What follows belongs to an exercise in optimizing a design on an open flow for small area; a production flow would make more cautious choices.
Function was checked by simulation only, so behaviour that the tests miss may differ from the original.
Power is estimated from default activity; no workload was simulated.

==> raven: inputs <==
## LMC
module LMC (reset_n, pclk, generation, data_valid, data, d_k_in, MUXSyncHeader, PIPEWIDTH, data_valid_out_1, data_valid_out_2, data_valid_out_3, data_valid_out_4, data_valid_out_5, data_valid_out_6, data_valid_out_7, data_valid_out_8, data_valid_out_9, data_valid_out_10, data_valid_out_11, data_valid_out_12, data_valid_out_13, data_valid_out_14, data_valid_out_15, data_valid_out_16, d_k_out_1, d_k_out_2, d_k_out_3, d_k_out_4, d_k_out_5, d_k_out_6, d_k_out_7, d_k_out_8, d_k_out_9, d_k_out_10, d_k_out_11, d_k_out_12, d_k_out_13, d_k_out_14, d_k_out_15, d_k_out_16, dataout_1, dataout_2, dataout_3, dataout_4, dataout_5, dataout_6, dataout_7, dataout_8, dataout_9, dataout_10, dataout_11, dataout_12, dataout_13, dataout_14, dataout_15, dataout_16, LMCSyncHeader_1, LMCSyncHeader_2, LMCSyncHeader_3, LMCSyncHeader_4, LMCSyncHeader_5, LMCSyncHeader_6, LMCSyncHeader_7, LMCSyncHeader_8, LMCSyncHeader_9, LMCSyncHeader_10, LMCSyncHeader_11, LMCSyncHeader_12, LMCSyncHeader_13, LMCSyncHeader_14, LMCSyncHeader_15, LMCSyncHeader_16);
clock: 5.0 ns
lec_check: 0
cap_margin: 20
core_area: 5 5 375 375
die_area: 0 0 380 380
slew_margin: 20
synth_hierarchical: 1
standard.sh (not shown) runs the stock make flow with config.mk's settings and CLKGATE_MAP_FILE= SYNTH_SCRIPT=/design/flow/synth_recipe.tcl, a recipe that flattens the netlist after the stock synthesis.
==> flow/flow/run.sh <==
#!/bin/bash
# Layout: the standard flow (standard synthesis included), with the smallest
# buffer on each port and a clock tree of smaller buffers without dummy loads.
set -euo pipefail
export BUFFER_PORTS_ARGS="-buffer_cell sky130_fd_sc_hd__buf_1"
export CTS_ARGS="-sink_clustering_enable -repair_clock_nets -dont_use_dummy_load -sink_clustering_size 20 -sink_clustering_max_diameter 100 -buf_list {sky130_fd_sc_hd__clkbuf_16}"
bash standard.sh > standard_flow.log 2>&1
==> garnet (differences from raven) <==
==> flow/flow/run.sh (replaced) <==
#!/bin/bash
# Layout: the standard flow (standard synthesis included), with the smallest
# buffer on each port and a clock tree of smaller buffers without dummy loads.
set -euo pipefail
export BUFFER_PORTS_ARGS="-buffer_cell sky130_fd_sc_hd__buf_1"
export CTS_ARGS="-sink_clustering_enable -repair_clock_nets -dont_use_dummy_load -buf_list {sky130_fd_sc_hd__clkbuf_2 sky130_fd_sc_hd__clkbuf_4}"
bash standard.sh > standard_flow.log 2>&1
CORE_AREA = 10 10 440 440   (was 5 5 375 375)
DIE_AREA = 0 0 450 450   (was 0 0 380 380)
==> sierra (differences from raven) <==
==> flow/flow/run.sh (replaced) <==
#!/bin/bash
# Layout: the standard flow (standard synthesis included), with the smallest
# buffer on each port and a clock tree of smaller buffers without dummy loads.
set -euo pipefail
export BUFFER_PORTS_ARGS="-buffer_cell sky130_fd_sc_hd__buf_1"
export CTS_ARGS="-sink_clustering_enable -repair_clock_nets -dont_use_dummy_load -buf_list {sky130_fd_sc_hd__clkbuf_4 sky130_fd_sc_hd__clkbuf_8}"
bash standard.sh > standard_flow.log 2>&1
==> out/results.ini <==
[run_status]
status = no timing/DRC/antenna violations

[finish]
final_cell_area_sq_um = 39500
multi_input_area_share = 0.219
area_growth_syn_to_layout_pct = 68.1
nFillCells = 19900

[placement]
gp_congestion = 1.05

[setup_path]
crit_cells = 11
critical_path.endpoint = dout[387]

[floorplan]
n_tap_cell = 2464
fp.dieW_microns = 450

[power]
pg_comb_uw = 3140
powerDensity_nw_per_um2 = 311
p_seq_uw = 5470

[route]
met2_wirelength_microns = 93700
met3WireLength_microns = 28700
wl_per_cell_microns = 32.8

[cts]
htree_levels = 4

-- figures above: garnet

==> out/results.ini <==
[run_status]
status = no timing/DRC/antenna violations

[power]
powerDensity_nw_per_um2 = 354
pg_comb_uw = 2400
p_seq_uw = 5460

[setup_path]
crit_cells = 9

[finish]
multi_input_area_share = 0.265
area_growth_syn_to_layout_pct = 39.0
final_cell_area_sq_um = 32600
nFillCells = 14800

[route]
wl_per_cell_microns = 32.6
met2_wirelength_microns = 70100

[floorplan]
fp.dieW_microns = 380
n_tap_cell = 1781

[placement]
gp_congestion = 1.00

-- figures above: sierra

==> out/results.ini <==
[route]
met2_wirelength_microns = 70500
wl_per_cell_microns = 32.9

[run_status]
status = no timing/DRC/antenna violations

[floorplan]
n_tap_cell = 1781
fp.dieW_microns = 380

[setup_path]
critical_path.endpoint = dout[192]
crit_cells = 9

[finish]
multi_input_area_share = 0.269
nFillCells = 14800

[cts]
htree_levels = 2

[power]
p_seq_uw = 5450

-- figures above: raven


---

==> violet <==
LMC, a different RTL version from the one above (not shown whole).
clock: 5.0 ns
lec_check: 0
cap_margin: 20
core_area: 5 5 375 375
die_area: 0 0 380 380
place_density: 0.75
slew_margin: 20
synth_hierarchical: 1
==> flow/flow/run.sh <==
#!/bin/bash
# Layout: the standard flow (standard synthesis included), with the smallest
# buffer on each port and a clock tree of smaller buffers without dummy loads.
set -euo pipefail
export BUFFER_PORTS_ARGS="-buffer_cell sky130_fd_sc_hd__buf_1"
export CTS_ARGS="-sink_clustering_enable -repair_clock_nets -dont_use_dummy_load -sink_clustering_size 15 -sink_clustering_max_diameter 80 -buf_list {sky130_fd_sc_hd__clkbuf_8}"
bash standard.sh > standard_flow.log 2>&1
==> inputs of indigo, as changes to violet <==
--- a/flow/config.mk
+++ b/flow/config.mk
@@ -9,5 +9,4 @@
 export CORE_AREA = 5 5 375 375
 export DIE_AREA = 0 0 380 380
-export PLACE_DENSITY = 0.75
 export SLEW_MARGIN = 20
 export SYNTH_HIERARCHICAL = 1
==> inputs of lagoon, as changes to violet <==
--- a/flow/config.mk
+++ b/flow/config.mk
@@ -9,5 +9,5 @@
 export CORE_AREA = 5 5 375 375
 export DIE_AREA = 0 0 380 380
-export PLACE_DENSITY = 0.75
+export PLACE_DENSITY = 0.45
 export SLEW_MARGIN = 20
 export SYNTH_HIERARCHICAL = 1
==> summary of the runs <==
Sequential power is about the same in indigo and violet.
In lagoon the register-to-register slack is worse than in violet, by 0.02 ns.
Of indigo and violet, violet has the higher via count (gap 2.2%, measured against violet).
Flip-flop and latch count is the same in lagoon and violet.
Cell area, lowest first: lagoon, violet, indigo.
In synthesized area, indigo and lagoon do not differ.
The lowest non-clock buffer count belongs to violet, the highest to indigo.
Clock-buffer cell count: lagoon < indigo < violet.
In synthesized cell count, lagoon and indigo do not differ.

[static timing again, ports no longer ideal]
The results above use ideal ports. As a check the final layouts listed here were re-extracted and re-timed, cells and wires unchanged. Step 1 sets driving cells, clkbuf_16 on the clock port and buf_2 on the other inputs (assumed; they add their load-dependent delay and slew). Step 2, shift: input delay + t, output delay - t, t = (earliest + latest rising clock arrival at the registers) / 2. This alone moves slack from input paths to output paths. a / b / c = ideal ports / drivers / drivers and shift; a / b = the first two.
| run | shift t [ns] | setup WS [ns] | slew at the worst register clock pin (ns) |
|---|---|---|---|
| raven | 0.666 | 0.937 / 0.955 / 0.289 | 0.09 / 0.09 |
| garnet | 1.214 | 0.684 / 0.682 / -0.532 | 0.07 / 0.07 |
| sierra | 0.801 | 1.049 / 0.979 / 0.177 | 0.07 / 0.07 |
| violet | 0.743 | 0.968 / 0.923 / 0.181 | 0.12 / 0.12 |
| indigo | 0.781 | 1.222 / 1.105 / 0.324 | 0.11 / 0.11 |
| lagoon | 0.756 | 0.861 / 0.877 / 0.121 | 0.11 / 0.11 |
With both steps, setup timing fails in garnet, where it was met with ideal ports. The setup slack of garnet, which loses most, moves by -0.002 ns with the drivers and by -1.216 ns with both steps.
